Optimization exercise on an open flow, not production practice.
RTL: at most simulated, not proved equivalent.
Function not checked: run 7.
The clock port is an ideal driver here.
Power: default activity.

$ cat design/flow/design.v
`timescale 1ns / 1ps
`default_nettype none
module dmi_jtag (
    input  logic i_clk,
    input  logic i_tms,
    input  logic i_td,
    output logic o_td
);
    localparam logic [3:0] EXIT2_DR = 4'h0, EXIT1_DR = 4'h1, SHIFT_DR = 4'h2,
        PAUSE_DR = 4'h3, SELECT_IR = 4'h4, UPDATE_DR = 4'h5, CAPTURE_DR = 4'h6,
        SELECT_DR = 4'h7, EXIT2_IR = 4'h8, EXIT1_IR = 4'h9, SHIFT_IR = 4'hA,
        PAUSE_IR = 4'hB, RUN_IDLE = 4'hC, UPDATE_IR = 4'hD, CAPTURE_IR = 4'hE,
        TEST_RESET = 4'hF;
    logic [3:0] state, next_state;
    logic [31:0] sr;       
    logic [40:0] dmi;      
    logic ia, ib;          
    logic err;             
    logic tdo;
    always_comb begin
        case (state)
            TEST_RESET: next_state = i_tms ? TEST_RESET : RUN_IDLE;
            RUN_IDLE:   next_state = i_tms ? SELECT_DR  : RUN_IDLE;
            SELECT_DR:  next_state = i_tms ? SELECT_IR  : CAPTURE_DR;
            CAPTURE_DR: next_state = i_tms ? EXIT1_DR   : SHIFT_DR;
            SHIFT_DR:   next_state = i_tms ? EXIT1_DR   : SHIFT_DR;
            EXIT1_DR:   next_state = i_tms ? UPDATE_DR  : PAUSE_DR;
            PAUSE_DR:   next_state = i_tms ? EXIT2_DR   : PAUSE_DR;
            EXIT2_DR:   next_state = i_tms ? UPDATE_DR  : SHIFT_DR;
            UPDATE_DR:  next_state = i_tms ? SELECT_DR  : RUN_IDLE;
            SELECT_IR:  next_state = i_tms ? TEST_RESET : CAPTURE_IR;
            CAPTURE_IR: next_state = i_tms ? EXIT1_IR   : SHIFT_IR;
            SHIFT_IR:   next_state = i_tms ? EXIT1_IR   : SHIFT_IR;
            EXIT1_IR:   next_state = i_tms ? UPDATE_IR  : PAUSE_IR;
            PAUSE_IR:   next_state = i_tms ? EXIT2_IR   : PAUSE_IR;
            EXIT2_IR:   next_state = i_tms ? UPDATE_IR  : SHIFT_IR;
            default:    next_state = i_tms ? SELECT_DR  : RUN_IDLE;  
        endcase
    end
    always_ff @(posedge i_clk)
        state <= next_state;
    wire tlr    = (state == TEST_RESET);
    wire cap_dr = (state == CAPTURE_DR);
    wire cap_ir = (state == CAPTURE_IR);
    wire sh_dr  = (state == SHIFT_DR);
    wire sh_ir  = (state == SHIFT_IR);
    wire upd_dr = (state == UPDATE_DR);
    wire upd_ir = (state == UPDATE_IR);
    wire sel_id    = ia & ~ib;
    wire sel_dtmcs = ~ia & ib;
    wire sel_dmi   = ia & ib;
    logic s_sh, d_sh, d_hold;
    wire s_hold = ~(state[1] & ~state[0]);    
    wire ld_ir = cap_ir;
    wire ld_dt = cap_dr & sel_dtmcs;
    always_ff @(negedge i_clk) begin
        s_sh   <= sh_dr | sh_ir;
        d_sh   <= sh_dr & sel_dmi;
        d_hold <= ~(tlr | (sh_dr & sel_dmi));
    end
    logic [31:0] ld;
    always_comb begin
        ld = '0;
        ld[27] = ld_ir;
        ld[29] = ld_ir;
        ld[10] = ld_dt & err;
        ld[18] = ld_dt;
        ld[22] = ld_dt;
        ld[23] = ld_dt;
        ld[24] = ld_dt;
        ld[28] = ld_dt;
    end
    wire s_in = i_td ^ (sel_id & sh_dr);
    always_ff @(posedge i_clk)
        sr <= ld | ({32{s_sh}} & {s_in, sr[31:1]}) | ({32{s_hold}} & sr);
    always_ff @(posedge i_clk)
        dmi <= ({41{d_sh}} & {i_td, dmi[40:1]}) | ({41{d_hold}} & dmi);
    wire ir_z = ~(sr[28] | sr[29] | sr[30]);
    always_ff @(negedge i_clk) begin
        if (tlr) begin
            ia <= 1'b1;
            ib <= 1'b0;
        end else if (upd_ir) begin
            ia <= ir_z & sr[27];
            ib <= ir_z & sr[31];
        end
    end
    always_ff @(negedge i_clk) begin
        if (tlr)
            err <= 1'b0;
        else if (upd_dr) begin
            if (sel_dtmcs && (sr[15] || sr[14]))
                err <= 1'b0;
            else if (sel_dmi)
                err <= 1'b1;
        end
    end
    always_ff @(negedge i_clk)
        tdo <= (sh_ir & sr[27]) |
               (sh_dr & sel_id & ~sr[0]) |
               (sh_dr & sel_dtmcs & sr[0]) |
               (sh_dr & sel_dmi & dmi[0]);
    assign o_td = tdo;
endmodule
$ cat design/flow/flow/run.sh
#!/bin/bash
# The standard layout, with two changes to clock tree synthesis: no
# dummy loads, and clock buffers downsized afterwards (flow/post_cts.tcl).
set -euo pipefail
here=$(pwd)
cat >> config.mk <<EOC
export CTS_ARGS = -sink_clustering_enable -repair_clock_nets -dont_use_dummy_load -buf_list sky130_fd_sc_hd__clkbuf_8
export POST_CTS_TCL = $here/flow/post_cts.tcl
EOC
bash standard.sh > standard.log 2>&1
$ cat design/flow/constraint.sdc
create_clock -name core_clock -period 8.0 [get_ports {i_clk}]
set_input_delay 1.6000 -clock core_clock [delete_from_list [all_inputs] [get_ports {i_clk}]]
set_output_delay 1.6000 -clock core_clock [all_outputs]
set_load 0.01 [all_outputs]
$ cat design/flow/standard.sh
#!/bin/bash
# synth_recipe.tcl (not shown) runs the flow's synth.tcl, then flattens the netlist and writes it again
# the make line also repeats each setting of config.mk as NAME=value (left out here)
make -C /OpenROAD-flow-scripts/flow DESIGN_CONFIG=/design/flow/config.mk WORK_HOME=/design/flow/orfs CLKGATE_MAP_FILE= SYNTH_SCRIPT=/design/flow/synth_recipe.tcl "${@:-finish}"
$ cat design/flow/flow/post_cts.tcl
set slew_target 0.108
set sizes {sky130_fd_sc_hd__clkbuf_1 sky130_fd_sc_hd__clkbuf_2 sky130_fd_sc_hd__clkbuf_4 sky130_fd_sc_hd__clkbuf_8 sky130_fd_sc_hd__clkbuf_16}

proc worst_clk_slew {} {
  set mx 0.0
  foreach pin [get_pins -hierarchical */CLK] {
    foreach p {slew_max_rise slew_max_fall} {
      set s [get_property $pin $p]
      if { $s > $mx } { set mx $s }
    }
  }
  return $mx
}

estimate_parasitics -placement
puts "clock resize: worst clock pin slew before [worst_clk_slew]"
set bufs {}
foreach inst [get_cells *] {
  set ref [get_property $inst ref_name]
  if { [string match "sky130_fd_sc_hd__clkbuf_*" $ref] } { lappend bufs [get_full_name $inst] }
}
set bufs [lsort -decreasing $bufs]
foreach b $bufs {
  set orig [get_property [get_cells $b] ref_name]
  foreach m $sizes {
    if { $m eq $orig } { break }
    replace_cell [get_cells $b] $m
    estimate_parasitics -placement
    if { [worst_clk_slew] <= $slew_target } {
      break
    }
    replace_cell [get_cells $b] $orig
  }
  puts "clock resize: $b $orig -> [get_property [get_cells $b] ref_name]"
}
estimate_parasitics -placement
puts "clock resize: worst clock pin slew after [worst_clk_slew]"
detailed_placement
estimate_parasitics -placement
$ cat design/flow/config.mk
export PLATFORM = sky130hd
export DESIGN_NAME = dmi_jtag
export DESIGN_NICKNAME = dmi_jtag
export VERILOG_FILES = /design/flow/design.v
export SDC_FILE = /design/flow/constraint.sdc
export NUM_CORES = 4
export LEC_CHECK = 0
export ABC_AREA = 0
export CAP_MARGIN = 20
export CORE_MARGIN = 2
export CORE_UTILIZATION = 40
export CTS_BUF_LIST = sky130_fd_sc_hd__clkbuf_8
export SLEW_MARGIN = 20
export CTS_ARGS = -sink_clustering_enable -repair_clock_nets -dont_use_dummy_load -buf_list sky130_fd_sc_hd__clkbuf_8
export POST_CTS_TCL = /design/flow/flow/post_cts.tcl
==> results of run 1 <==
==> cell usage after synthesis (2+ instances only) <==
cell type	n	area share, %
a221o_1	6	2.2
o21ai_0	6	1.1
nor3_1	2	0.37
a22o_1	65	21
nor4_1	2	0.46
nand3_1	6	1.1
inv_1	4	0.55
nand2_1	12	1.6
nor2_1	4	0.55
or4b_1	2	0.73
nand2b_1	2	0.46
dfxtp_1	84	61
mux2_2	2	0.82
clkbuf_1	20	2.7
==> through the flow <==
| stage | total power [mW] | hold slack (ns) |
|---|---|---|
| after global routing | 0.929 | 0.476 |
| after global placement | 0.692 | 0.454 |
| after floorplan | 0.665 | 0.440 |
| final | 0.869 | 0.474 |
| after detailed placement | 0.693 | 0.455 |
==> final cells by class <==
| type | count | area share [%] |
|---|---|---|
| Sequential cell | 84 | 57.9 |
| Multi-Input combinational cell | 124 | 32.8 |
| Tap cell | 80 | 3.45 |
| Clock buffer | 9 | 2.76 |
| Timing Repair Buffer | 6 | 1.81 |
| Clock inverter | 7 | 0.905 |
| Inverter | 3 | 0.388 |
==> routing by layer <==
layer  up-vias  part of all wire (%)  GRT usage, %
li1        879                     -             -
met1       818                    53          16.0
met2        22                    42          16.4
met3         4                   4.2          6.48
met4         0                  0.86          4.55
met5         -                     0             0
==> cell usage in the layout (no fill, tap or decap) <==
cell,instances
dfxtp_1,84
a22o_1,65
nand2_1,12
inv_1,10
nand3_1,6
o21ai_0,6
a221o_1,6
nor2_1,4
clkbuf_4,4
clkbuf_8,3
clkdlybuf4s50_1,3
buf_4,3
nor3_1,2
nand2b_1,2
or4b_1,2
mux2_2,2
nor4_1,2
a21oi_1,1
nor4b_1,1
nand4bb_1,1
o221a_2,1
a21boi_0,1
a21bo_2,1
o221ai_1,1
nor2b_1,1
or2_1,1
a22oi_1,1
or4b_4,1
nand4_1,1
o211ai_1,1
a21boi_1,1
nand3b_1,1
clkbuf_2,1
clkbuf_1,1
==> logic make-up after synthesis <==
kind of cell	count (synthesis)
simple gates	37
mux	2
flops	84
compound gates	85
buf+inv	26
==> sequential cells by signal, summed over array words and instances, names as in the netlist <==
name and cells:
d_hold 1, d_sh 1, s_sh 1, ib 1, tdo 1, sr 32
ia 1, err 1, dmi 41, state 4
==> worst max path at each step <==
stage,slack [ns],to,start
after floorplan,2.07,o_td,tdo
after global placement,1.59,o_td,tdo
after detailed placement,1.59,o_td,tdo
after global routing,1.0,o_td,tdo
final,1.09,o_td,tdo
==> power by group through the flow <==
stage	Combinational (mW)	Clock [mW]	Sequential (mW)
3_3_place_gp	0.141	0.00618	0.544
6_report	0.142	0.193	0.535
3_5_place_dp	0.143	0.00618	0.544
5_1_grt	0.161	0.222	0.547
2_1_floorplan	0.160	0.00618	0.498
==> summary.txt, run 1 <==
Outcome:
- The run finished with no timing, DRC or antenna violations.

Power and ir drop:
- The fraction of power spent switching nets is 31.4%.
- Sequential cells burn 61.5% of the power.
- For this design the ratio of total power to cell area is 299 mW/mm^2.
- The leakage power is between 1 and 1.5 nW.
- The internal portion of the total power is 0.596 mW.
- Summed over all nets, the switching power comes to 0.273 mW.
- The part of the power in the clock network is 22.2%.
- Combinational logic is responsible for 16.3% of the overall power.
- The peak supply drop is 0.158 mV.

Timing:
- For the pin with the worst max-slew slack, the measured transition is 1.07 ns.
- The count of pins over their slew limit was 0.
- The final count of hold timing violations is 0.
- Between clock sinks in the finished design, the worst skew comes to 0.0271 ns.
- Setup repair after global routing left no endpoint under its margin.
- The smallest setup slack after layout is roughly 1.1 ns.
- Measured against its own limit, the worst slew margin works out to about 29%.
- The setup TNS after final layout is 0 ns.
- Setup violations remaining at the end of the flow were counted as 0.

Logic synthesis:
- Counting flops with a built-in enable in the synthesized netlist gives 0.
- The synthesized netlist devotes 26.5% of its cell area to compound gates.
- The share of synthesized area spent on multiplexers is less than 1%.
- After Yosys synthesis, and, or, nand and nor cells account for 7.49% of the synthesized area.
- For this run, the number of Yosys warnings is 1.
- The adder-cell share of the synthesized area is 0%.
- The synthesized net count is 237.
- The count of distinct cell types in the synthesized netlist is 31.
- Of all flip-flops after synthesis, the portion carrying an async set or reset was 0%.
- The XOR/XNOR share of the synthesized area is 0%.
- Counting every instance in the synthesized netlist gives 234.
- The predominant post-synthesis flop cell is dfxtp_1.
- The proportion of synthesized chip area in sequential cells is about three fifths.
- The cell area that synthesis handed to floorplanning was roughly 0.0027 mm^2.
- The dominant combinational cell family by area after synthesis is compound AO/OA/AOI/OAI gates.
- After synthesis, the mean cell area works out to 11.7 um^2.
- The post-synthesis register bit count is 84.

Global route:
- The initial antenna violation count came to 0.
- Across every metal layer, demand over resource in global routing totals 12.0%.
- Entering global routing, the biggest net connects 42 pins.
- The remaining global-route overflow is 0.
- The first-pass GRT wire length is just over 7 mm.
- The number of global-route vias before repair is 1593.

Critical path:
- For the worst setup path, the data required time is around 6.4 ns.
- For flop-to-flop paths, the worst setup slack is approximately 2.3 ns.
- The worst setup path is launched from a register.
- In this run the critical register-to-register path is launched from s_sh.
- The total buffers and inverters traversed by the critical path is 1.
- The maximum single-stage delay on the critical path is 0.52 ns.
- The critical path goes through clkdlybuf4s50_1.
- The largest fanout of any net on the critical path is 1.
- At the worst endpoint, the arrival time is 5.31 ns.
- The critical path is of the register to output pin type.
- The dominant delay contributor by cell family on the critical path is buffers and inverters.
- The endpoint kind of the worst setup timing path is an output pin.
- On the critical path, the stage with the largest delay is an instance of clkdlybuf4s50_1.
- The logic depth of the worst path, buffers included is 1.
- Measured in cells, the most critical reg-to-reg path has a length of 2.
- The capture point of the worst reg-to-reg path is sr[31].

CTS:
- TritonCTS built the clock tree.
- After clock tree synthesis, the clock-pin slew on the worst setup and hold paths is 0.09 ns.
- The later-pin clock latency in the skew report is 0.50 ns.
- The total number of clock tree sinks is 84.

Floorplanning:
- The initial standard-cell utilization of the core is between 40% and 50%.
- The standard cell core area is 0.00672 mm^2.
- The floorplan has 30 rows.
- The number of top-level pins is 4.
- The die covers 0.00752 mm^2.
- The overall die height is 86.7 um.
- The floorplan die width is 86.7 um.

Min path:
- The min-delay analysis places its worst path in the category register to register.
- The startpoint of the lowest-slack hold path is sr[4].
- The instance count along the most critical hold path is 1.
- The capture endpoint of the worst hold path is sr[3].

Route:
- The post-route antenna net violation count is 0.
- The remaining routing DRC violations is 0.
- The routed via count divided by cell count is 5.50.
- After detailed routing, the average wire length per cell comes to between 10 and 15 um.
- After the first detailed-routing iteration, the DRC count stood at between 60 and 70.
- The first detailed-routing pass ran for 4 iterations.
- After detailed routing, the total wire length is a little over 4 mm.
- The via count is around 1700.

Layout:
- The area of all placed cells without fillers is 0.00290 mm^2.
- At the end of the flow, the number of nets in the layout was 238.
- Summing all multi-input logic gate instances after layout gives ~950 um^2.
- Fill cells in the final layout number around 630.
- Once layout is complete, the utilization of the core stands at 43.2%.
- The area taken by flip-flops and latches is between 0.0015 and 0.002 mm^2.
- The number of diodes is 0.
- The final non-filler cell total is 313.
- The synthesis-to-finish area growth is 6.03%.
- The post-route netlist has 6.87% of its cells at a drive strength greater than 1.

Placement:
- Summing all placed instances gives a cell area of around 0.0028 mm^2.
- Input and output buffers added on the ports amount to 3.
- Detailed placement finished with a half-perimeter wire length of 2.36 mm.
- Routability-driven placement finished with a final weighted congestion of 0.737.
- At the placement stage, the worst setup path has a slack of 1.59 ns.
- The total placed cells including tap cells is about 300.

Job:
- Max-cap violations in this run came to 0.
==> run 2: changes to the inputs <==
--- a/design/flow/flow/run.sh
+++ b/design/flow/flow/run.sh
@@ -6,5 +6,6 @@
 cat >> config.mk <<EOC
 export CTS_ARGS = -sink_clustering_enable -repair_clock_nets -dont_use_dummy_load -buf_list sky130_fd_sc_hd__clkbuf_8
 export POST_CTS_TCL = $here/flow/post_cts.tcl
+export BUFFER_PORTS_ARGS = -buffer_cell sky130_fd_sc_hd__buf_1
 EOC
 bash standard.sh > standard.log 2>&1
--- a/design/flow/config.mk
+++ b/design/flow/config.mk
@@ -6,10 +6,11 @@
 export NUM_CORES = 4
 export LEC_CHECK = 0
 export ABC_AREA = 0
-export CAP_MARGIN = 20
+export CAP_MARGIN = 0
 export CORE_MARGIN = 2
 export CORE_UTILIZATION = 40
 export CTS_BUF_LIST = sky130_fd_sc_hd__clkbuf_8
-export SLEW_MARGIN = 20
+export SLEW_MARGIN = 0
 export CTS_ARGS = -sink_clustering_enable -repair_clock_nets -dont_use_dummy_load -buf_list sky130_fd_sc_hd__clkbuf_8
 export POST_CTS_TCL = /design/flow/flow/post_cts.tcl
+export BUFFER_PORTS_ARGS = -buffer_cell sky130_fd_sc_hd__buf_1
==> summary.txt, run 2 <==
Logic synthesis:
- The area of the mapped netlist is 0.00274 mm^2 (unchanged).
- The share of synthesized area spent on multiplexers is 0.822% (unchanged).
- The average cell area after synthesis is 11.7 um^2 (unchanged).
- The predominant post-synthesis flop cell is dfxtp_1 (unchanged).
- The compound-gate portion of the synthesized area is 26.5% (unchanged).
- The proportion of synthesized chip area in sequential cells is 61.4% (unchanged).
- The adder-cell share of the synthesized area is 0% (unchanged).
- The proportion of register bits with asynchronous set or reset after synthesis came to 0% (unchanged).
- The count of yosys warnings during synthesis was 1 (unchanged).
- The fraction of synthesized cell area taken by the top area cell type is 61.4% (unchanged).
- The dominant combinational cell family by area after synthesis is compound AO/OA/AOI/OAI gates (unchanged).
- The synthesized net count is 237 (unchanged).
- Cell types with the largest area share after synthesis: dfxtp_1 (61%), a22o_1 (21%), clkbuf_1 (2.7%) (unchanged).
- The XOR/XNOR share of the synthesized area is 0% (unchanged).
- The number of enable flip-flop cells after synthesis is 0 (unchanged).
- The simple-gate share of the synthesized area is 7.49% (unchanged).
- The cell accounting for the most synthesized area is dfxtp_1 (unchanged).
- The count of distinct cell types in the synthesized netlist is 31 (unchanged).
- The cell with the most instances after synthesis was dfxtp_1 (unchanged).
- Synth cell count leaders: dfxtp_1 (84), a22o_1 (65), clkbuf_1 (20), nand2_1 (12) (unchanged).
- The post-synthesis register bit count is 84 (unchanged).
- The number of instances in the synthesized netlist is 234 (unchanged).

CTS:
- The later-pin clock latency in the skew report came to 0.42 ns (was 0.50 ns).
- The TritonCTS clock tree is built (unchanged).
- The total number of clock tree sinks was 84 (unchanged).
- The clock-pin transition on the worst setup and hold timing paths was 0.10 ns (was 0.09 ns).

Critical path:
- The data required time at the worst endpoint came to 6.40 ns (about the same).
- The start of the worst register-to-register path was s_sh (unchanged).
- The dominant delay contributor by cell family on the critical path is flip-flops (was buffers and inverters).
- The endpoint kind of the worst setup timing path is an output pin (unchanged).
- The length in cells of the worst reg-to-reg path is 2 (unchanged).
- Cells along the critical path: buf_1 (was clkdlybuf4s50_1).
- The signal arrival time at the worst endpoint is 4.85 ns (was 5.31 ns).
- The start-to-end type of the worst setup path is register to output pin (unchanged).
- The worst reg-to-reg setup slack is 2.34 ns (was 2.32 ns).
- The largest fanout of any net on the critical path is 1 (unchanged).
- The startpoint kind of the worst setup timing path is a register (unchanged).
- The critical path's slowest cell is dfxtp_1 (was clkdlybuf4s50_1).
- The capture point of the worst reg-to-reg path is sr[31] (unchanged).
- The maximum single-stage delay on the critical path is 0.29 ns (was 0.52 ns).
- The total buffers and inverters traversed by the critical path came to 1 (unchanged).

Layout:
- Commonest cells after routing, fill and taps aside: dfxtp_1 (84), a22o_1 (65), nand2_1 (12) (unchanged).
- The register containing the most flip-flops in the final layout is dmi (unchanged).
- The share of layout cells above drive strength 1 is 7.30% (was 6.87%).
- The number of nets in the layout is 238 (unchanged).
- The number of diodes is 0 (unchanged).
- The final non-filler cell total is 313 (unchanged).
- The number of flip-flops under the largest register name was 41 (unchanged).
- The most common cell after layout, fill and taps aside is dfxtp_1 (unchanged).
- The synthesis-to-finish area growth is 5.80% (was 6.03%).
- Top Registers: dmi: 41 flops, sr: 32 flops, state: 4 flops (unchanged).
- The final core utilization was 43.1% (was 43.2%).
- The number of filler instances in the final layout is 611 (was 625).

Timing:
- The final setup skew is 0.0340 ns (was 0.0271 ns).
- The count of pins over their slew limit is 0 (unchanged).
- The worst-margin pin slew is 1.07 ns (about the same).
- The headroom to the max-slew limit is 28.8% (was 28.7%).
- The setup TNS after final layout is 0 ns (unchanged).
- Unrepaired setup endpoints after global routing: false (unchanged).
- The final count of hold timing violations came to 0 (unchanged).
- The number of setup violations in the final report is 0 (unchanged).

Min path:
- The startpoint of the lowest-slack hold path is dmi[28] (was sr[4]).
- The instance count along the most critical hold path was 1 (unchanged).
- The capture endpoint of the worst hold path is dmi[27] (was sr[3]).
- The type of the tightest min-delay check is register to register (unchanged).

Placement:
- The quantity of I/O buffers inserted on ports is 3 (unchanged).
- The total placed cells including tap cells was 298 (unchanged).
- The placer congestion estimate is 0.737 (about the same).
- The final HPWL from detailed placement was 2.38 mm (was 2.36 mm).

Power and ir drop:
- The total internal power is 0.607 mW (was 0.596 mW).
- The part of the power in the clock network is 23.3% (was 22.2%).
- The leakage power is 1.13 nW (about the same).
- The combinational fraction of design power is 16.0% (was 16.3%).
- The fraction of power spent switching nets is 31.3% (was 31.4%).
- The total power divided by cell area came to 305 mW/mm^2 (was 299 mW/mm^2).
- The share of total power in sequential cells came to 60.7% (was 61.5%).
- The peak supply drop came to 0.148 mV (was 0.158 mV).
- The power dissipated by switching net loads is 0.276 mW (was 0.273 mW).
- The post-layout total power was 0.883 mW (was 0.869 mW).

Global route:
- The first-pass GRT wire length is 7.13 mm (was 7.04 mm).
- The largest net degree at the start of global routing is 42 (unchanged).
- The remaining global-route overflow is 0 (unchanged).
- The number of global-route vias before repair came to 1546 (was 1593).
- The initial antenna violation count is 0 (unchanged).
- The aggregate global-route resource usage is 12.0% (about the same).

Route:
- The remaining routing DRC violations is 0 (unchanged).
- The number of iterations in the first detailed-routing pass is 4 (unchanged).
- The first-iteration detailed-routing DRC count was 66 (was 64).
- The via count came to 1702 (was 1723).
- The final routed wire length divided by cell count is 13.2 um (was 13.0 um).
- The overall routed net length is 4.14 mm (was 4.08 mm).
- The post-route antenna net violation count is 0 (unchanged).
- The routed via count divided by cell count is 5.44 (was 5.50).

Outcome:
- Result of the run: timing/DRC/antenna clean (unchanged).

Floorplanning:
- The initial standard-cell utilization of the core is 40.8% (unchanged).
- The number of cell rows is 30 (unchanged).
- The number of top-level pins is 4 (unchanged).
- The floorplan die width was 86.7 um (unchanged).
- The area enclosed by the die boundary was 0.00752 mm^2 (unchanged).
- The overall die height is 86.7 um (unchanged).
- The standard cell core area is 0.00672 mm^2 (unchanged).

Job:
- The max-cap check violation count is 0 (unchanged).
[run 2: cell counts after synthesis]
No cell type changed its count.
[run 2: through the flow]
step	hold slack, ns	setup WS [ns]	area [um^2]
2_1_floorplan	0.440	2.07	2740
3_3_place_gp	0.453	1.97	2780
3_5_place_dp	0.454	1.97	2780
5_1_grt	0.481	1.49	2900
6_report	0.467	1.55	2900
[run 2: how the worst max path moves through the flow]
stage          startpoint    to  slack (ns)  cells after the start
2_1_floorplan         tdo  o_td        2.07                      0
3_3_place_gp          tdo  o_td        1.97                      1
3_5_place_dp          tdo  o_td        1.97                      1
5_1_grt               tdo  o_td        1.49                      1
6_report              tdo  o_td        1.55                      1
[run 2: power groups by stage]
stage / Combinational (mW) / Sequential, mW / Clock, mW
detailed placement: 0.142 / 0.544 / 0.00618
finish: 0.141 / 0.536 / 0.206
global route: 0.160 / 0.546 / 0.235
global placement: 0.139 / 0.544 / 0.00618
floorplan: 0.160 / 0.498 / 0.00618
[run 2: cell type report]
type	count	area [um^2]	share of cell area, %
Sequential cell	84	1680	58.0
Multi-Input combinational cell	124	952	32.9
Tap cell	80	100	3.45
Clock buffer	9	92.6	3.20
Timing Repair Buffer	6	33.8	1.17
Clock inverter	7	26.3	0.907
Inverter	3	11.3	0.389
[run 2: logic make-up after synthesis]
logic type	Yosys count
flops	84
compound gates	85
buf+inv	26
simple gates	37
mux	2
[run 2: metal layers]
metal | vias to the layer above | global-route usage, % | wire length [um]
li1 | 877 | - | -
met5 | - | 0 | 0
met3 | 5 | 5.14 | 120
met2 | 14 | 16.2 | 1720
met1 | 806 | 16.6 | 2240
met4 | 0 | 5.11 | 49
==> run 3: changes to the inputs <==
--- a/design/flow/config.mk
+++ b/design/flow/config.mk
@@ -6,11 +6,12 @@
 export NUM_CORES = 4
 export LEC_CHECK = 0
 export ABC_AREA = 0
-export CAP_MARGIN = 0
+export CAP_MARGIN = 20
 export CORE_MARGIN = 2
-export CORE_UTILIZATION = 40
+export CORE_UTILIZATION = 65
 export CTS_BUF_LIST = sky130_fd_sc_hd__clkbuf_8
-export SLEW_MARGIN = 0
+export PLACE_DENSITY = 0.75
+export SLEW_MARGIN = 20
 export CTS_ARGS = -sink_clustering_enable -repair_clock_nets -dont_use_dummy_load -buf_list sky130_fd_sc_hd__clkbuf_8
 export POST_CTS_TCL = /design/flow/flow/post_cts.tcl
 export BUFFER_PORTS_ARGS = -buffer_cell sky130_fd_sc_hd__buf_1
==> summary.txt, run 3 <==
Layout:
- The share of layout cells above drive strength 1 is 7.33% (was 7.30%).
- The most common cell after layout, fill and taps aside is dfxtp_1 (unchanged).
- The number of diodes came to 0 (unchanged).
- The register containing the most flip-flops in the final layout is dmi (unchanged).
- The area taken by flip-flops and latches is 0.00168 mm^2 (about the same).
- The number of flip-flops under the largest register name is 41 (unchanged).
- Top Registers: dmi: 41 flops, sr: 32 flops, state: 4 flops (unchanged).
- Commonest cells after routing, fill and taps aside: dfxtp_1 (83), a22o_1 (65), nand2_1 (12) (was dfxtp_1 (84), a22o_1 (65), nand2_1 (12)).
- The number of filler instances in the final layout is 290 (was 611).
- The synthesis-to-finish area growth is 4.43% (was 5.80%).
- The number of nets in the layout was 237 (was 238).
- The multi-input logic area is 952 um^2 (unchanged).

Power and ir drop:
- The share of total power in sequential cells came to 60.1% (was 60.7%).
- The total internal power is 0.613 mW (was 0.607 mW).
- The leakage power came to 1.13 nW (about the same).
- The peak supply drop is 0.235 mV (was 0.148 mV).
- The power dissipated by switching net loads came to 0.282 mW (was 0.276 mW).
- The combinational fraction of design power came to 15.8% (was 16.0%).
- The part of the power in the clock network is 24.2% (was 23.3%).
- The fraction of power spent switching nets is 31.5% (was 31.3%).
- The total power divided by cell area is 313 mW/mm^2 (was 305 mW/mm^2).

Logic synthesis:
- The post-synthesis register bit count is 84 (unchanged).
- Cell types with the largest area share after synthesis: dfxtp_1 (61%), a22o_1 (21%), clkbuf_1 (2.7%) (unchanged).
- The fraction of synthesized cell area taken by the top area cell type came to 61.4% (unchanged).
- The count of distinct cell types in the synthesized netlist is 31 (unchanged).
- The number of instances in the synthesized netlist came to 234 (unchanged).
- The count of yosys warnings during synthesis is 1 (unchanged).
- The cell accounting for the most synthesized area is dfxtp_1 (unchanged).
- The synthesized net count came to 237 (unchanged).
- The area of the mapped netlist is 0.00274 mm^2 (unchanged).
- The predominant post-synthesis flop cell is dfxtp_1 (unchanged).
- The proportion of synthesized chip area in sequential cells was 61.4% (unchanged).
- The average cell area after synthesis is 11.7 um^2 (unchanged).
- Synth cell count leaders: dfxtp_1 (84), a22o_1 (65), clkbuf_1 (20), nand2_1 (12) (unchanged).
- The proportion of register bits with asynchronous set or reset after synthesis is 0% (unchanged).
- The number of enable flip-flop cells after synthesis is 0 (unchanged).
- The cell with the most instances after synthesis is dfxtp_1 (unchanged).

Floorplanning:
- The number of top-level pins is 4 (unchanged).
- The floorplan die width is 68.9 um (was 86.7 um).
- The number of cell rows is 23 (was 30).
- The standard cell core area is 0.00403 mm^2 (was 0.00672 mm^2).
- The area enclosed by the die boundary was 0.00475 mm^2 (was 0.00752 mm^2).
- The initial standard-cell utilization of the core came to 68.0% (was 40.8%).
- The overall die height was 68.9 um (was 86.7 um).

Timing:
- The setup TNS after final layout is 0 ns (unchanged).
- The count of pins over their slew limit is 0 (unchanged).
- The worst-margin pin slew is 1.07 ns (about the same).
- The final count of hold timing violations is 0 (unchanged).
- Unrepaired setup endpoints after global routing: false (unchanged).
- The final setup skew is 0.0892 ns (was 0.0340 ns).
- The final hold slack was 0.466 ns (was 0.467 ns).
- The headroom to the max-slew limit is 28.8% (about the same).
- The number of setup violations in the final report is 0 (unchanged).

Critical path:
- The endpoint kind of the worst setup timing path is an output pin (unchanged).
- Cells along the critical path: buf_1 (unchanged).
- The start-to-end type of the worst setup path is register to output pin (unchanged).
- The largest fanout of any net on the critical path is 1 (unchanged).
- The logic depth of the worst path, buffers included is 1 (unchanged).
- The worst reg-to-reg setup slack is 2.26 ns (was 2.34 ns).
- The total buffers and inverters traversed by the critical path is 1 (unchanged).
- The length in cells of the worst reg-to-reg path came to 2 (unchanged).
- The startpoint kind of the worst setup timing path is a register (unchanged).
- The capturing instance or port of the critical path is o_td (unchanged).
- The start of the worst register-to-register path is s_sh (unchanged).
- The data required time at the worst endpoint is 6.40 ns (about the same).
- The critical path's slowest cell is dfxtp_1 (unchanged).
- The first element of the critical path was tdo (unchanged).
- The signal arrival time at the worst endpoint was 4.84 ns (was 4.85 ns).
- The dominant delay contributor by cell family on the critical path is flip-flops (unchanged).
- The maximum single-stage delay on the critical path is 0.29 ns (about the same).
- The capture point of the worst reg-to-reg path is sr[31] (unchanged).

Global route:
- The number of global-route vias before repair came to 1541 (was 1546).
- The first-pass GRT wire length is 7.03 mm (was 7.13 mm).
- The aggregate global-route resource usage is 20.9% (was 12.0%).
- The largest net degree at the start of global routing is 42 (unchanged).
- The initial antenna violation count is 0 (unchanged).
- The remaining global-route overflow is 0 (unchanged).

Route:
- The number of iterations in the first detailed-routing pass was 4 (unchanged).
- The via count was 1773 (was 1702).
- The remaining routing DRC violations is 0 (unchanged).
- The routed via count divided by cell count is 6.29 (was 5.44).
- The post-route antenna net violation count is 0 (unchanged).
- The overall routed net length is 4.40 mm (was 4.14 mm).
- The first-iteration detailed-routing DRC count is 113 (was 66).
- The final routed wire length divided by cell count is 15.6 um (was 13.2 um).

Job:
- The max-cap check violation count is 0 (unchanged).

Placement:
- The quantity of I/O buffers inserted on ports is 3 (unchanged).
- The final HPWL from detailed placement is 2.62 mm (was 2.38 mm).
- The placer congestion estimate was 0.902 (was 0.737).

CTS:
- The TritonCTS clock tree is built (unchanged).
- The total number of clock tree sinks is 84 (unchanged).
- The later-pin clock latency in the skew report is 0.42 ns (about the same).
- The clock-pin transition on the worst setup and hold timing paths came to 0.10 ns (about the same).

Min path:
- The type of the tightest min-delay check is register to register (unchanged).

Outcome:
- Result of the run: timing/DRC/antenna clean (unchanged).
## run 3: cells by family after synthesis
family	count (synthesis)	synth area share [%]
multiplexers	2	0.822
AO/OA/AOI/OAI	85	26.5
AND/OR/NAND/NOR	37	7.49
buffers and inverters	26	3.84
flip-flops	84	61.4
## run 3: power by group through the flow
stage                     combinational, mW  clock, mW  sequential, mW
after floorplan                       0.160    0.00618           0.498
after global placement                0.135    0.00618           0.540
after detailed placement              0.140    0.00618           0.546
after global routing                  0.159      0.242           0.548
final                                 0.141      0.216           0.538
## run 3: worst min path at each step
stage               cells past startpoint  slack [ns]  endpoint  startpoint
finish                                  1        0.47   dmi[12]     dmi[13]
global route                            1        0.49   dmi[17]     dmi[18]
detailed placement                      1        0.45   dmi[33]     dmi[33]
global placement                        1        0.45   dmi[20]     dmi[20]
floorplan                               1        0.44    dmi[0]      dmi[0]
## run 3: area by class of cell
cell class              count  area share, %
clock inverters             7          0.919
well taps                  50           2.19
multi-input cells         124           33.3
repair buffers              5          0.919
inverters                   3          0.394
clock buffers               9           3.46
flip-flops and latches     84           58.8
## run 3: per-stage QoR
step                      instances  setup WS [ns]  area (um^2)  total power [mW]  utilization (%)
after global routing            282           1.47         2860             0.948             71.0
after global placement          267           1.97         2740             0.681             68.0
after floorplan                 234           2.07         2740             0.665                -
after detailed placement        267           1.97         2740             0.692             68.0
final                           282           1.56         2860             0.895             71.0
## run 3: worst register-to-register path: stages (launching register included)
cell and delay (ns):
dfxtp_1 1.01, or4b_1 0.51, nand4_1 0.11
## run 3: layer usage
metal	GRT usage (%)	share of wire, %
met1	27.3	49
met4	10.3	1.8
met2	28.4	44
met3	10.7	4.8
met5	0	0
==> run 4: changes to the inputs <==
--- a/design/flow/design.v
+++ b/design/flow/design.v
@@ -6,11 +6,7 @@
     input  logic i_td,
     output logic o_td
 );
-    localparam logic [3:0] EXIT2_DR = 4'h0, EXIT1_DR = 4'h1, SHIFT_DR = 4'h2,
-        PAUSE_DR = 4'h3, SELECT_IR = 4'h4, UPDATE_DR = 4'h5, CAPTURE_DR = 4'h6,
-        SELECT_DR = 4'h7, EXIT2_IR = 4'h8, EXIT1_IR = 4'h9, SHIFT_IR = 4'hA,
-        PAUSE_IR = 4'hB, RUN_IDLE = 4'hC, UPDATE_IR = 4'hD, CAPTURE_IR = 4'hE,
-        TEST_RESET = 4'hF;
+    localparam logic [3:0] EXIT2_DR = 4'h0, EXIT1_DR = 4'h1, SHIFT_DR = 4'h2, PAUSE_DR = 4'h3, SELECT_IR = 4'h7, UPDATE_DR = 4'h4, CAPTURE_DR = 4'h6, SELECT_DR = 4'h5, EXIT2_IR = 4'h8, EXIT1_IR = 4'h9, SHIFT_IR = 4'hA, PAUSE_IR = 4'hB, RUN_IDLE = 4'hC, UPDATE_IR = 4'hD, CAPTURE_IR = 4'hE, TEST_RESET = 4'hF;
     logic [3:0] state, next_state;
     logic [31:0] sr;       
     logic [40:0] dmi;      
@@ -50,7 +46,7 @@
     wire sel_dtmcs = ~ia & ib;
     wire sel_dmi   = ia & ib;
     logic s_sh, d_sh, d_hold;
-    wire s_hold = ~(state[1] & ~state[0]);    
+    wire s_hold = ~(sh_dr | sh_ir | cap_dr | cap_ir);
     wire ld_ir = cap_ir;
     wire ld_dt = cap_dr & sel_dtmcs;
     always_ff @(negedge i_clk) begin
--- a/design/flow/flow/post_cts.tcl
+++ b/design/flow/flow/post_cts.tcl
@@ -1,4 +1,4 @@
-set slew_target 0.108
+set slew_target 0.118
 set sizes {sky130_fd_sc_hd__clkbuf_1 sky130_fd_sc_hd__clkbuf_2 sky130_fd_sc_hd__clkbuf_4 sky130_fd_sc_hd__clkbuf_8 sky130_fd_sc_hd__clkbuf_16}
 
 proc worst_clk_slew {} {
==> design/flow/config.mk (replaced) <==
export PLATFORM = sky130hd
export DESIGN_NAME = dmi_jtag
export DESIGN_NICKNAME = dmi_jtag
export VERILOG_FILES = /design/flow/design.v
export SDC_FILE = /design/flow/constraint.sdc
export NUM_CORES = 4
export LEC_CHECK = 0
export ABC_AREA = 0
export CAP_MARGIN = 0
export CORE_MARGIN = 2
export CORE_UTILIZATION = 40
export CTS_BUF_LIST = sky130_fd_sc_hd__clkbuf_8
export SLEW_MARGIN = 0
export CTS_ARGS = -sink_clustering_enable -repair_clock_nets -dont_use_dummy_load -buf_list sky130_fd_sc_hd__clkbuf_8
export POST_CTS_TCL = /design/flow/flow/post_cts.tcl
export BUFFER_PORTS_ARGS = -buffer_cell sky130_fd_sc_hd__buf_1
==> summary.txt, run 4 <==
Job:
- The max-cap check violation count is 0 (unchanged).

Timing:
- The count of pins over their slew limit is 0 (unchanged).
- The final count of hold timing violations is 0 (unchanged).
- The number of setup violations in the final report is 0 (unchanged).
- The headroom to the max-slew limit is 29.4% (was 28.8%).
- Unrepaired setup endpoints after global routing: false (unchanged).
- The setup TNS after final layout is 0 ns (unchanged).
- The final setup skew was 0.0702 ns (was 0.0892 ns).
- The worst-margin pin slew is 1.06 ns (was 1.07 ns).

Logic synthesis:
- Synth cell count leaders: dfxtp_1 (84), a22o_1 (65), clkbuf_1 (14), nand2_1 (9) (was dfxtp_1 (84), a22o_1 (65), clkbuf_1 (20), nand2_1 (12)).
- The count of distinct cell types in the synthesized netlist is 32 (was 31).
- The area of the mapped netlist is 0.00271 mm^2 (was 0.00274 mm^2).
- Cell types with the largest area share after synthesis: dfxtp_1 (62%), a22o_1 (21%), clkbuf_1 (1.9%) (was dfxtp_1 (61%), a22o_1 (21%), clkbuf_1 (2.7%)).
- The number of instances in the synthesized netlist is 227 (was 234).
- The average cell area after synthesis was 11.9 um^2 (was 11.7 um^2).
- The proportion of register bits with asynchronous set or reset after synthesis is 0% (unchanged).
- The cell with the most instances after synthesis is dfxtp_1 (unchanged).
- The predominant post-synthesis flop cell is dfxtp_1 (unchanged).
- The fraction of synthesized cell area taken by the top area cell type is 62.1% (was 61.4%).
- The cell accounting for the most synthesized area is dfxtp_1 (unchanged).
- The synthesized net count is 230 (was 237).
- The count of yosys warnings during synthesis is 1 (unchanged).
- The number of enable flip-flop cells after synthesis is 0 (unchanged).
- The proportion of synthesized chip area in sequential cells is 62.1% (was 61.4%).
- The post-synthesis register bit count is 84 (unchanged).

Global route:
- The largest net degree at the start of global routing came to 42 (unchanged).
- The initial antenna violation count came to 0 (unchanged).
- The number of global-route vias before repair is 1642 (was 1541).
- The remaining global-route overflow was 0 (unchanged).
- The aggregate global-route resource usage was 12.6% (was 20.9%).
- The first-pass GRT wire length is 7.45 mm (was 7.03 mm).

Placement:
- The placer congestion estimate was 0.731 (was 0.902).
- The total placed cells including tap cells is 290 (was 267).
- The final HPWL from detailed placement is 2.42 mm (was 2.62 mm).
- The quantity of I/O buffers inserted on ports is 3 (unchanged).

Route:
- The overall routed net length is 4.19 mm (was 4.40 mm).
- The remaining routing DRC violations is 0 (unchanged).
- The final routed wire length divided by cell count is 13.7 um (was 15.6 um).
- The first-iteration detailed-routing DRC count came to 50 (was 113).
- The number of iterations in the first detailed-routing pass is 4 (unchanged).
- The routed via count divided by cell count is 5.48 (was 6.29).
- The post-route antenna net violation count is 0 (unchanged).
- The via count is 1671 (was 1773).

Critical path:
- The largest fanout of any net on the critical path is 1 (unchanged).
- The total buffers and inverters traversed by the critical path is 1 (unchanged).
- Cells along the critical path: buf_1 (unchanged).
- The start-to-end type of the worst setup path is register to output pin (unchanged).
- The dominant delay contributor by cell family on the critical path is flip-flops (unchanged).
- The data required time at the worst endpoint is 6.40 ns (about the same).
- The startpoint kind of the worst setup timing path is a register (unchanged).
- The signal arrival time at the worst endpoint is 4.80 ns (was 4.84 ns).
- The maximum single-stage delay on the critical path is 0.29 ns (about the same).
- The critical path's slowest cell is dfxtp_1 (unchanged).
- The endpoint kind of the worst setup timing path is an output pin (unchanged).

Layout:
- The most common cell after layout, fill and taps aside is dfxtp_1 (unchanged).
- The number of diodes is 0 (unchanged).
- The register containing the most flip-flops in the final layout is dmi (unchanged).
- The multi-input logic area is 928 um^2 (was 952 um^2).
- The synthesis-to-finish area growth was 5.78% (was 4.43%).
- The number of nets in the layout came to 233 (was 237).
- Top Registers: dmi: 41 flops, sr: 32 flops, state: 4 flops (unchanged).
- The area taken by flip-flops and latches came to 0.00168 mm^2 (about the same).
- The final core utilization is 44.3% (was 71.0%).
- The share of layout cells above drive strength 1 is 7.02% (was 7.33%).
- Commonest cells after routing, fill and taps aside: dfxtp_1 (84), a22o_1 (65), inv_1 (10) (was dfxtp_1 (83), a22o_1 (65), nand2_1 (12)).
- The number of filler instances in the final layout is 608 (was 290).
- The final non-filler cell total was 305 (was 282).
- The number of flip-flops under the largest register name is 41 (unchanged).

Floorplanning:
- The area enclosed by the die boundary is 0.00744 mm^2 (was 0.00475 mm^2).
- The initial standard-cell utilization of the core is 41.9% (was 68.0%).
- The overall die height came to 86.3 um (was 68.9 um).
- The standard cell core area is 0.00646 mm^2 (was 0.00403 mm^2).
- The number of cell rows is 29 (was 23).
- The number of top-level pins is 4 (unchanged).
- The floorplan die width came to 86.3 um (was 68.9 um).

CTS:
- The clock-pin transition on the worst setup and hold timing paths came to 0.11 ns (was 0.10 ns).
- The total number of clock tree sinks is 84 (unchanged).
- The TritonCTS clock tree was built (unchanged).
- The later-pin clock latency in the skew report was 0.39 ns (was 0.42 ns).

Power and ir drop:
- The peak supply drop is 0.217 mV (was 0.235 mV).
- The leakage power is 1.13 nW (about the same).
- The total power divided by cell area came to 295 mW/mm^2 (was 313 mW/mm^2).

Min path:
- The type of the tightest min-delay check is register to register (unchanged).

Outcome:
- Result of the run: timing/DRC/antenna clean (unchanged).
-- run 4: cell types whose count changed in the layout (fill, tap and decap cells not counted), sizes merged, moves of 2 or more --
cell and delta:
nand2 -3, or4b -2, and2 +2, a22oi +2
nand3 -5, or3 +2
-- run 4: cells by family after synthesis --
| family | synth area share [%] |
|---|---|
| AO/OA/AOI/OAI | 28.2 |
| buffers and inverters | 3.60 |
| flip-flops | 62.1 |
| multiplexers | 0.416 |
| AND/OR/NAND/NOR | 5.68 |
-- run 4: final timing paths --
check,from,to,slack (ns),depth (start not counted)
worst min-delay path,dmi[36],dmi[35],0.46,1
worst max-delay path,tdo,o_td,1.60,1
worst min register to register,dmi[36],dmi[35],0.46,1
worst max register to register,s_sh,sr[31],2.44,3
-- run 4: final cells by class --
type / count / area share (%)
Sequential cell: 84 / 58.7
Multi-Input combinational cell: 119 / 32.4
Tap cell: 77 / 3.36
Clock buffer: 9 / 3.01
Timing Repair Buffer: 6 / 1.18
Clock inverter: 7 / 0.917
Inverter: 3 / 0.393
-- run 4: where the power goes --
group | total (mW) | switching (mW) | leakage (nW) | internal, mW
sequential | 0.517 | 0.0575 | 0.680 | 0.460
combinational | 0.127 | 0.0743 | 0.360 | 0.0528
clock | 0.200 | 0.126 | 0.0865 | 0.0736
total | 0.844 | 0.258 | 1.13 | 0.586
-- run 4: metal layers --
layer	global-route usage, %	up-vias	wire length [um]
met5	0	-	0
met4	4.83	0	24
met3	5.71	2	157
met2	18.7	17	1740
met1	16.2	790	2270
li1	-	862	-
-- run 4: per-stage QoR --
step	hold slack (ns)	cell area (um^2)	setup WS (ns)	power [mW]
3_3_place_gp	0.453	2760	1.97	0.659
6_report	0.463	2860	1.60	0.844
2_1_floorplan	0.440	2710	2.07	0.632
5_1_grt	0.483	2860	1.57	0.903
3_5_place_dp	0.456	2760	1.97	0.659
==> run 5: changes to the inputs <==
--- a/design/flow/design.v
+++ b/design/flow/design.v
@@ -66,7 +66,7 @@
         ld[24] = ld_dt;
         ld[28] = ld_dt;
     end
-    wire s_in = i_td ^ (sel_id & sh_dr);
+    wire s_in = i_td ^ (sel_id & ~state[3]);   
     always_ff @(posedge i_clk)
         sr <= ld | ({32{s_sh}} & {s_in, sr[31:1]}) | ({32{s_hold}} & sr);
     always_ff @(posedge i_clk)
--- a/design/flow/flow/run.sh
+++ b/design/flow/flow/run.sh
@@ -1,6 +1,11 @@
 #!/bin/bash
-# The standard layout, with two changes to clock tree synthesis: no
-# dummy loads, and clock buffers downsized afterwards (flow/post_cts.tcl).
+# The standard layout (standard.sh) with these changes:
+# - clock tree synthesis inserts no dummy loads;
+# - after it, flow/post_cts.tcl downsizes the clock buffers (keeping clock
+#   pin slews under 118 ps) and the logic cells (keeping timing met and no
+#   slew/cap/fanout violations), see flow/area_recover.tcl;
+# - ports are buffered with buf_1.
+# All tool output goes to standard.log and ORFS's own logs under orfs/logs.
 set -euo pipefail
 here=$(pwd)
 cat >> config.mk <<EOC
==> design/flow/flow/area_recover.tcl (new file) <==
# Area recovery: swap each logic cell for the smallest cell of the same
# function (another drive strength) that keeps the design free of max
# slew, capacitance and fanout violations, with setup and hold slack at
# least the margins below (in seconds; placement-estimated parasitics).
set ar_setup_margin 0.8e-9
set ar_hold_margin 0.1e-9

proc ar_ok {} {
  estimate_parasitics -placement
  if { [sta::max_slew_violation_count] > 0 } { return 0 }
  if { [sta::max_capacitance_violation_count] > 0 } { return 0 }
  if { [sta::max_fanout_violation_count] > 0 } { return 0 }
  if { [sta::worst_slack_cmd max] < $::ar_setup_margin } { return 0 }
  if { [sta::worst_slack_cmd min] < $::ar_hold_margin } { return 0 }
  return 1
}

set dont_use {}
if { [info exists ::env(DONT_USE_CELLS)] } { set dont_use $::env(DONT_USE_CELLS) }
set saved 0.0
set ok0 [ar_ok]
puts "area recover: start ok=$ok0 slew [sta::max_slew_violation_count] cap [sta::max_capacitance_violation_count] fanout [sta::max_fanout_violation_count] setup [sta::worst_slack_cmd max] hold [sta::worst_slack_cmd min]"
if { $ok0 } {
  foreach inst [get_cells *] {
    set ref [get_property $inst ref_name]
    if { ![regexp {^(sky130_fd_sc_hd__[a-z0-9]+)_([0-9]+)$} $ref -> base drive] } { continue }
    if { [regexp {clk|df|dl|tap|fill|decap|conb} $base] } { continue }
    set cur_area [get_property [get_lib_cells */$ref] area]
    set cands {}
    foreach lc [get_lib_cells */${base}_*] {
      set n [get_property $lc name]
      if { ![regexp "^${base}_\[0-9\]+\$" $n] } { continue }
      if { [lsearch -exact $dont_use $n] >= 0 } { continue }
      set a [get_property $lc area]
      if { $a < $cur_area - 1e-6 } { lappend cands [list $a $n] }
    }
    foreach c [lsort -real -index 0 $cands] {
      set n [lindex $c 1]
      replace_cell $inst $n
      if { [ar_ok] } {
        set saved [expr { $saved + $cur_area - [lindex $c 0] }]
        puts "area recover: [get_full_name $inst] $ref -> $n"
        break
      }
      replace_cell $inst $ref
    }
  }
  estimate_parasitics -placement
}
puts "area recover: saved $saved um2"
--- a/design/flow/flow/post_cts.tcl
+++ b/design/flow/flow/post_cts.tcl
@@ -35,5 +35,6 @@
 }
 estimate_parasitics -placement
 puts "clock resize: worst clock pin slew after [worst_clk_slew]"
+source [file join [file dirname [info script]] area_recover.tcl]
 detailed_placement
 estimate_parasitics -placement
==> summary.txt, run 5 <==
Placement:
- The final HPWL from detailed placement was 2.34 mm (was 2.42 mm).
- The placer congestion estimate is 0.732 (was 0.731).
- The quantity of I/O buffers inserted on ports came to 3 (unchanged).
- The cell area reported after detailed placement is 0.00275 mm^2 (was 0.00276 mm^2).
- The worst setup slack after placement is 1.98 ns (was 1.97 ns).

Outcome:
- The first error in the log reads "Error: cts.tcl, 90 can't read ”::ar_setup_margin”: no such variable".
- It got as far as clock tree synthesis (4_1_cts) and failed there.
- Result of the run: stopped before the end (was timing/DRC/antenna clean).

Logic synthesis:
- The cell with the most instances after synthesis is dfxtp_1 (unchanged).
- Synth cell count leaders: dfxtp_1 (84), a22o_1 (66), clkbuf_1 (19), a221o_1 (7) (was dfxtp_1 (84), a22o_1 (65), clkbuf_1 (14), nand2_1 (9)).
- Cell types with the largest area share after synthesis: dfxtp_1 (62%), a22o_1 (21%), clkbuf_1 (2.6%) (was dfxtp_1 (62%), a22o_1 (21%), clkbuf_1 (1.9%)).
- The synthesized net count is 227 (was 230).
- The average cell area after synthesis was 12.1 um^2 (was 11.9 um^2).
- The area of the mapped netlist is 0.00270 mm^2 (was 0.00271 mm^2).
- The predominant post-synthesis flop cell was dfxtp_1 (unchanged).
- The proportion of synthesized chip area in sequential cells is 62.2% (was 62.1%).
- The number of instances in the synthesized netlist came to 224 (was 227).
- The number of enable flip-flop cells after synthesis is 0 (unchanged).
- The proportion of register bits with asynchronous set or reset after synthesis is 0% (unchanged).
- The post-synthesis register bit count came to 84 (unchanged).
- The count of yosys warnings during synthesis is 1 (unchanged).
- The count of distinct cell types in the synthesized netlist is 31 (was 32).
- The cell accounting for the most synthesized area is dfxtp_1 (unchanged).
- The fraction of synthesized cell area taken by the top area cell type is 62.2% (was 62.1%).

Floorplanning:
- The number of cell rows is 29 (unchanged).
- The initial standard-cell utilization of the core is 41.9% (about the same).
- The overall die height came to 86.2 um (was 86.3 um).
- The number of top-level pins is 4 (unchanged).
- The floorplan die width came to 86.2 um (was 86.3 um).

CTS:
- The total number of clock tree sinks is 84 (unchanged).
[run 5: metrics by stage]
step / total power, mW / cells
after floorplan: 0.639 / 224
after global placement: 0.662 / 286
after detailed placement: 0.663 / 286
[run 5: power groups by stage]
stage | clock (mW) | combinational [mW] | sequential [mW]
after detailed placement | 0.00618 | 0.127 | 0.529
after global placement | 0.00618 | 0.126 | 0.530
after floorplan | 0.00618 | 0.140 | 0.492
[run 5: worst min path at each step]
stage / cells after the start / slack [ns] / to / startpoint
floorplan: 1 / 0.44 / dmi[0] / dmi[0]
global placement: 1 / 0.45 / dmi[14] / dmi[14]
detailed placement: 1 / 0.46 / dmi[35] / dmi[35]
[run 5: kinds of logic after synthesis]
group	synth area share (%)
AOI/OAI and AO/OA	28.0
DFF	62.2
and+or+nand+nor	5.78
buffers and inverters	3.66
xor gates and xnor gates	0.324
==> run 6: changes to the inputs <==
--- a/design/flow/flow/area_recover.tcl
+++ b/design/flow/flow/area_recover.tcl
@@ -2,8 +2,8 @@
 # function (another drive strength) that keeps the design free of max
 # slew, capacitance and fanout violations, with setup and hold slack at
 # least the margins below (in seconds; placement-estimated parasitics).
-set ar_setup_margin 0.8e-9
-set ar_hold_margin 0.1e-9
+set ::ar_setup_margin 0.8e-9
+set ::ar_hold_margin 0.1e-9
 
 proc ar_ok {} {
   estimate_parasitics -placement
==> summary.txt, run 6 <==
Outcome:
- Result of the run: timing/DRC/antenna clean (was stopped before the end).

Global route:
- The met1 track utilization from global routing is around 16%.
- The initial antenna violation count was 0.
- The aggregate global-route resource usage is 12.4%.
- After global routing, the most crowded layer is met2.
- Global routing used under 10% of the available met3 tracks.
- After global routing the overflow that remains totals 0.
- The global-route track usage on met2 is between 10% and 20%.
- The first-pass GRT wire length is 7.22 mm.
- The number of global-route vias before repair is 1561.
- Entering global routing, the biggest net connects 42 pins.

Timing:
- The count of pins over their slew limit was 0.
- The final hold slack is 0.466 ns.
- The number of setup violations in the final report is 0.
- Once routing completed, OpenROAD measured the worst setup slack at 1.39 ns.
- The final count of hold timing violations was 0.
- For the pin with the worst max-slew slack, the measured transition is ~1.0 ns.
- Setup repair after global routing left no endpoint under its margin.
- The final setup skew is roughly 0.17 ns.
- The headroom to the max-slew limit is ~33%.
- The setup TNS after final layout is 0 ns.

Critical path:
- The number of cells on the worst reg-to-reg path is 3.
- The total buffers and inverters traversed by the critical path is 1.
- The signal arrival time at the worst endpoint is approximately 5 ns.
- In this design, the largest share of critical-path delay is due to flip-flops.
- Among all stages on the critical path, the largest delay is contributed by dfxtp_1.
- The worst setup path is captured at an output pin.
- The largest fanout of any net on the critical path is 1.
- The startpoint identified for the worst register-to-register timing path is state[2].
- The critical path in this run is classified as register to output pin.
- At the worst endpoint, the required time is 6.40 ns.
- The startpoint kind of the worst setup timing path is a register.
- The maximum single-stage delay on the critical path is 0.29 ns.
- Traced cell by cell, the critical path runs through buf_1.
- The capture point of the worst reg-to-reg path is err.
- The worst reg-to-reg setup slack is 2.26 ns.

Placement:
- The placer congestion estimate came to 0.732 (unchanged).
- The worst setup slack after placement was 1.98 ns (unchanged).
- The final HPWL from detailed placement is 2.34 mm (unchanged).
- The quantity of I/O buffers inserted on ports is 3 (unchanged).
- The total placed cells including tap cells is 286 (unchanged).
- The cell area reported after detailed placement is 0.00275 mm^2 (unchanged).

Floorplanning:
- The initial standard-cell utilization of the core is 41.9% (unchanged).
- The standard cell core area is around 0.0065 mm^2.
- The number of cell rows is 29 (unchanged).
- The number of top-level pins came to 4 (unchanged).
- The area enclosed by the die boundary is between 0.007 and 0.008 mm^2.
- The floorplan die width was 86.2 um (unchanged).
- The overall die height was 86.2 um (unchanged).

Layout:
- Leaving out fill and tap cells, the most frequent cells in the layout are dfxtp_1 (84), a22o_1 (66), inv_1 (9).
- Cells with a size suffix above 1 make up 4.91% of the layout.
- The register containing the most flip-flops in the final layout is dmi.
- The area growth from synthesis to layout is 4.44%.
- The number of flip-flops under the largest register name is 41.
- The number of filler instances in the final layout is a little over 600.
- The number of diodes is 0.
- Cells fill 43.7% of the core in the end.
- Leaving out fill and tap cells, the most frequent cell in the layout is dfxtp_1.
- In the final layout, the registers with the most flip-flops are dmi: 41 flops, sr: 32 flops, state: 4 flops.
- With fillers left out, the area of the finished cells amounts to approximately 0.0028 mm^2.
- For this run, the number of standard cells in the final layout without fillers is 301.
- For this run, the post-layout net count is approximately 230.

Logic synthesis:
- The synthesized net count is 227 (unchanged).
- The number of instances in the synthesized netlist was 224 (unchanged).
- The cell with the most instances after synthesis is dfxtp_1 (unchanged).
- Synth cell count leaders: dfxtp_1 (84), a22o_1 (66), clkbuf_1 (19), a221o_1 (7) (unchanged).
- The predominant post-synthesis flop cell is dfxtp_1 (unchanged).
- The proportion of synthesized chip area in sequential cells came to 62.2% (unchanged).
- The cell accounting for the most synthesized area is dfxtp_1 (unchanged).
- The area of the mapped netlist is 0.00270 mm^2 (unchanged).
- Cell types with the largest area share after synthesis: dfxtp_1 (62%), a22o_1 (21%), clkbuf_1 (2.6%) (unchanged).
- The proportion of register bits with asynchronous set or reset after synthesis came to 0% (unchanged).
- The average cell area after synthesis is 12.1 um^2 (unchanged).
- The fraction of synthesized cell area taken by the top area cell type is 62.2% (unchanged).
- The number of enable flip-flop cells after synthesis is 0 (unchanged).
- The count of yosys warnings during synthesis is 1 (unchanged).
- The post-synthesis register bit count is 84 (unchanged).
- The count of distinct cell types in the synthesized netlist is 31 (unchanged).

CTS:
- The clock-pin transition on the worst setup and hold timing paths is 0.11 ns.
- The TritonCTS clock tree is built.
- Clock latency on the worst-skew pair, taken at its later pin, is between 0.7 and 0.8 ns.
- The total number of clock tree sinks came to 84 (unchanged).

Route:
- Summed over all layers, the routed wires come to 4.11 mm.
- The post-route antenna net violation count is 0.
- For this run, the detailed router's first-pass iteration total came to 4.
- The final routed wire length divided by cell count is around 14 um.
- The first-iteration detailed-routing DRC count is 96.
- After detailed routing, the number of vias per cell comes to about 5.6.
- The remaining routing DRC violations is 0.
- The routed layout has 1693 vias.

Job:
- The max-cap check violation count is 0.

Power and ir drop:
- VDD sags by at most 0.106 mV.
- In this run the static leakage power is 1.10 nW.
- Dividing total power by cell area gives a power density of 293 mW/mm^2.
- The post-layout total power is 0.828 mW.

Min path:
- The capture endpoint of the worst hold path is dmi[16].
- The startpoint identified for the worst hold timing path is dmi[17].
- Counting instances, the worst hold path has a depth of 1.
- The type of the tightest min-delay check is register to register.
==> run 6: cell families after synthesis <==
group                  count (synthesis)  synth area share (%)
AO/OA/AOI/OAI                         89                  28.0
flip-flops                            84                  62.2
AND/OR/NAND/NOR                       26                  5.78
buffers and inverters                 24                  3.66
XOR/XNOR                               1                 0.324
==> run 6: power breakdown <==
part | total (mW) | internal (mW) | switching, mW
clock network | 0.188 | 0.0627 | 0.125
logic | 0.121 | 0.0515 | 0.0697
registers | 0.520 | 0.459 | 0.0604
==> run 6: area by class of cell <==
| cell class | count | area (um^2) | area share [%] |
|---|---|---|---|
| inverters | 2 | 7.51 | 0.266 |
| repair buffers | 6 | 26.3 | 0.930 |
| clock inverters | 7 | 26.3 | 0.930 |
| well taps | 77 | 96.3 | 3.41 |
| multi-input cells | 116 | 910 | 32.2 |
| clock buffers | 9 | 76.3 | 2.70 |
| flip-flops and latches | 84 | 1680 | 59.5 |
==> run 6: worst max-delay path by stage <==
stage | from | endpoint | slack, ns | cells past startpoint
3_5_place_dp | tdo | o_td | 1.98 | 1
3_3_place_gp | tdo | o_td | 1.97 | 1
6_report | tdo | o_td | 1.39 | 1
5_1_grt | tdo | o_td | 1.28 | 1
2_1_floorplan | tdo | o_td | 2.07 | 0
==> run 6: metal layers <==
| layer | vias up | part of all wire, % |
|---|---|---|
| met5 | - | 0 |
| met4 | 0 | 1.8 |
| met3 | 8 | 4.0 |
| met2 | 24 | 41 |
| met1 | 804 | 53 |
| li1 | 857 | - |
==> run 7: changes to the inputs <==
--- a/design/flow/design.v
+++ b/design/flow/design.v
@@ -6,7 +6,11 @@
     input  logic i_td,
     output logic o_td
 );
-    localparam logic [3:0] EXIT2_DR = 4'h0, EXIT1_DR = 4'h1, SHIFT_DR = 4'h2, PAUSE_DR = 4'h3, SELECT_IR = 4'h7, UPDATE_DR = 4'h4, CAPTURE_DR = 4'h6, SELECT_DR = 4'h5, EXIT2_IR = 4'h8, EXIT1_IR = 4'h9, SHIFT_IR = 4'hA, PAUSE_IR = 4'hB, RUN_IDLE = 4'hC, UPDATE_IR = 4'hD, CAPTURE_IR = 4'hE, TEST_RESET = 4'hF;
+    localparam logic [3:0] EXIT2_DR = 4'h0, EXIT1_DR = 4'h1, SHIFT_DR = 4'h2,
+        PAUSE_DR = 4'h3, SELECT_IR = 4'h7, UPDATE_DR = 4'h4, CAPTURE_DR = 4'h6,
+        SELECT_DR = 4'h5, EXIT2_IR = 4'h8, EXIT1_IR = 4'h9, SHIFT_IR = 4'hA,
+        PAUSE_IR = 4'hB, RUN_IDLE = 4'hC, UPDATE_IR = 4'hD, CAPTURE_IR = 4'hE,
+        TEST_RESET = 4'hF;
     logic [3:0] state, next_state;
     logic [31:0] sr;       
     logic [40:0] dmi;      
@@ -72,7 +76,7 @@
     always_ff @(posedge i_clk)
         dmi <= ({41{d_sh}} & {i_td, dmi[40:1]}) | ({41{d_hold}} & dmi);
     wire ir_z = ~(sr[28] | sr[29] | sr[30]);
-    always_ff @(negedge i_clk) begin
+    always_ff @(posedge i_clk) begin
         if (tlr) begin
             ia <= 1'b1;
             ib <= 1'b0;
==> summary.txt, run 7 <==
Outcome:
- Result of the run: timing/DRC/antenna clean (unchanged).

Global route:
- The largest net degree at the start of global routing is 42 (unchanged).
- The aggregate global-route resource usage is 12.1% (was 12.4%).
- The first-pass GRT wire length is 7.19 mm (was 7.22 mm).
- The initial antenna violation count is 0 (unchanged).
- The number of global-route vias before repair is 1580 (was 1561).
- The remaining global-route overflow is 0 (unchanged).

Layout:
- Top Registers: dmi: 41 flops, sr: 32 flops, state: 4 flops (unchanged).
- The multi-input logic area came to 910 um^2 (unchanged).
- The number of nets in the layout is 227 (was 229).
- The area taken by flip-flops and latches is 0.00168 mm^2 (unchanged).
- The synthesis-to-finish area growth is 4.30% (was 4.44%).
- The number of diodes was 0 (unchanged).
- The final core utilization was 43.7% (about the same).
- The register containing the most flip-flops in the final layout is dmi (unchanged).
- The number of flip-flops under the largest register name is 41 (unchanged).
- The share of layout cells above drive strength 1 is 5.41% (was 4.91%).
- Commonest cells after routing, fill and taps aside: dfxtp_1 (84), a22o_1 (66), inv_1 (7), a221o_1 (7), clkbuf_4 (7) (was dfxtp_1 (84), a22o_1 (66), inv_1 (9)).
- The number of filler instances in the final layout came to 616 (was 612).
- The most common cell after layout, fill and taps aside is dfxtp_1 (unchanged).

Critical path:
- The dominant delay contributor by cell family on the critical path was flip-flops (unchanged).
- The total buffers and inverters traversed by the critical path is 1 (unchanged).
- The critical path's slowest cell is dfxtp_1 (unchanged).
- The startpoint kind of the worst setup timing path is a register (unchanged).
- Cells along the critical path: buf_1 (unchanged).
- The largest fanout of any net on the critical path came to 1 (unchanged).
- The start-to-end type of the worst setup path is register to output pin (unchanged).
- The maximum single-stage delay on the critical path is 0.30 ns (was 0.29 ns).
- The endpoint kind of the worst setup timing path is an output pin (unchanged).
- The signal arrival time at the worst endpoint is 4.85 ns (was 5.01 ns).
- The data required time at the worst endpoint was 6.40 ns (about the same).

Job:
- The max-cap check violation count came to 0 (unchanged).

Power and ir drop:
- The leakage power was 1.09 nW (was 1.10 nW).
- The total internal power is 0.577 mW (was 0.574 mW).
- The part of the power in the clock network is 22.5% (was 22.6%).
- The share of total power in sequential cells was 63.0% (was 62.7%).
- The combinational fraction of design power was 14.5% (was 14.6%).
- The peak supply drop is 0.130 mV (was 0.106 mV).
- The total power divided by cell area was 293 mW/mm^2 (about the same).
- The fraction of power spent switching nets came to 30.1% (was 30.8%).
- The power dissipated by switching net loads is 0.248 mW (was 0.255 mW).

Logic synthesis:
- The cell accounting for the most synthesized area is dfxtp_1 (unchanged).
- The area of the mapped netlist came to 0.00270 mm^2 (unchanged).
- Cell types with the largest area share after synthesis: dfxtp_1 (62%), a22o_1 (21%), a221o_1 (2.6%) (was dfxtp_1 (62%), a22o_1 (21%), clkbuf_1 (2.6%)).
- The count of distinct cell types in the synthesized netlist is 32 (was 31).
- The predominant post-synthesis flop cell is dfxtp_1 (unchanged).
- The count of yosys warnings during synthesis is 1 (unchanged).
- The number of enable flip-flop cells after synthesis is 0 (unchanged).
- The fraction of synthesized cell area taken by the top area cell type came to 62.2% (unchanged).
- The average cell area after synthesis was 12.1 um^2 (unchanged).
- The synthesized net count is 227 (unchanged).
- The proportion of synthesized chip area in sequential cells is 62.2% (unchanged).
- The post-synthesis register bit count was 84 (unchanged).
- The proportion of register bits with asynchronous set or reset after synthesis came to 0% (unchanged).
- Synth cell count leaders: dfxtp_1 (84), a22o_1 (66), clkbuf_1 (16), a221o_1 (7) (was dfxtp_1 (84), a22o_1 (66), clkbuf_1 (19), a221o_1 (7)).
- The number of instances in the synthesized netlist came to 224 (unchanged).
- The cell with the most instances after synthesis is dfxtp_1 (unchanged).

Route:
- The final routed wire length divided by cell count is 13.5 um (was 13.7 um).
- The routed via count divided by cell count is 5.51 (was 5.62).
- The remaining routing DRC violations was 0 (unchanged).
- The via count is 1648 (was 1693).
- The post-route antenna net violation count is 0 (unchanged).
- The overall routed net length is 4.04 mm (was 4.11 mm).
- The number of iterations in the first detailed-routing pass is 4 (unchanged).
- The first-iteration detailed-routing DRC count is 66 (was 96).

CTS:
- The TritonCTS clock tree is built (unchanged).
- The total number of clock tree sinks came to 84 (unchanged).
- The later-pin clock latency in the skew report is 0.42 ns (was 0.73 ns).
- The clock-pin transition on the worst setup and hold timing paths is 0.12 ns (was 0.11 ns).

Floorplanning:
- The number of top-level pins is 4 (unchanged).
- The area enclosed by the die boundary is 0.00743 mm^2 (unchanged).
- The number of cell rows was 29 (unchanged).
- The initial standard-cell utilization of the core was 41.9% (unchanged).
- The floorplan die width was 86.2 um (unchanged).
- The overall die height is 86.2 um (unchanged).
- The standard cell core area is 0.00646 mm^2 (unchanged).

Placement:
- The quantity of I/O buffers inserted on ports came to 3 (unchanged).
- The placer congestion estimate is 0.681 (was 0.732).
- The final HPWL from detailed placement is 2.38 mm (was 2.34 mm).

Timing:
- The final hold slack came to 0.470 ns (was 0.466 ns).
- The final setup skew was 0.0486 ns (was 0.169 ns).
- The count of pins over their slew limit is 0 (unchanged).
- The worst-margin pin slew is 1.05 ns (was 1.01 ns).
- The setup TNS after final layout is 0 ns (unchanged).
- The final count of hold timing violations is 0 (unchanged).
- Unrepaired setup endpoints after global routing: false (unchanged).
- The headroom to the max-slew limit is 30.0% (was 32.6%).
- The number of setup violations in the final report is 0 (unchanged).

Min path:
- The type of the tightest min-delay check is register to register (unchanged).
[run 7: cell count changes after synthesis, sizes merged]
cell    change
clkbuf      -3
buf         +3
[run 7: area by class of cell]
class	instances	area share [%]
Tap cell	77	3.42
Clock buffer	9	2.84
Sequential cell	84	59.6
Inverter	2	0.266
Clock inverter	5	0.665
Timing Repair Buffer	6	0.932
Multi-Input combinational cell	116	32.3
[run 7: metrics by stage]
stage | instances | worst slack (ns) | area (um^2) | power, mW
final | 299 | 1.55 | 2820 | 0.825
after detailed placement | 286 | 1.97 | 2750 | 0.661
after floorplan | 224 | 2.07 | 2700 | 0.637
after global routing | 299 | 1.51 | 2820 | 0.882
after global placement | 286 | 1.97 | 2750 | 0.660
[run 7: logic make-up (layout without fill, tap and decap cells)]
family / Yosys count / count (layout) / synth area share [%]
compound gates: 89 / 89 / 28.0
xor+xnor: 1 / 1 / 0.324
buf+inv: 24 / 22 / 3.66
flops: 84 / 84 / 62.2
simple gates: 26 / 26 / 5.78
[run 7: worst reg2reg max path, cell delays in order (launching register included)]
cell and delay, ns:
dfxtp_1 0.53, inv_1 0.17, or4b_1 0.53, a32o_1 0.25
[run 7: path summary, 6_finish.rpt]
path,cells past startpoint,start,slack [ns],to
hold / removal,1,sr[9],0.47,sr[8]
setup reg to reg,3,state[2],2.43,err
hold reg to reg,1,sr[9],0.47,sr[8]
setup / recovery,1,tdo,1.55,o_td
[run 7: power groups by stage]
stage               clock [mW]  sequential, mW  combinational, mW
floorplan              0.00466           0.492              0.140
global placement       0.00466           0.531              0.125
detailed placement     0.00466           0.530              0.126
global route             0.214           0.530              0.138
finish                   0.186           0.520              0.120
[run 7: routing by layer]
layer | share of wire, % | global-route usage (%)
met1 | 52 | 15.9
met2 | 43 | 18.0
met3 | 3.4 | 4.67
met4 | 1.7 | 5.11
met5 | 0 | 0
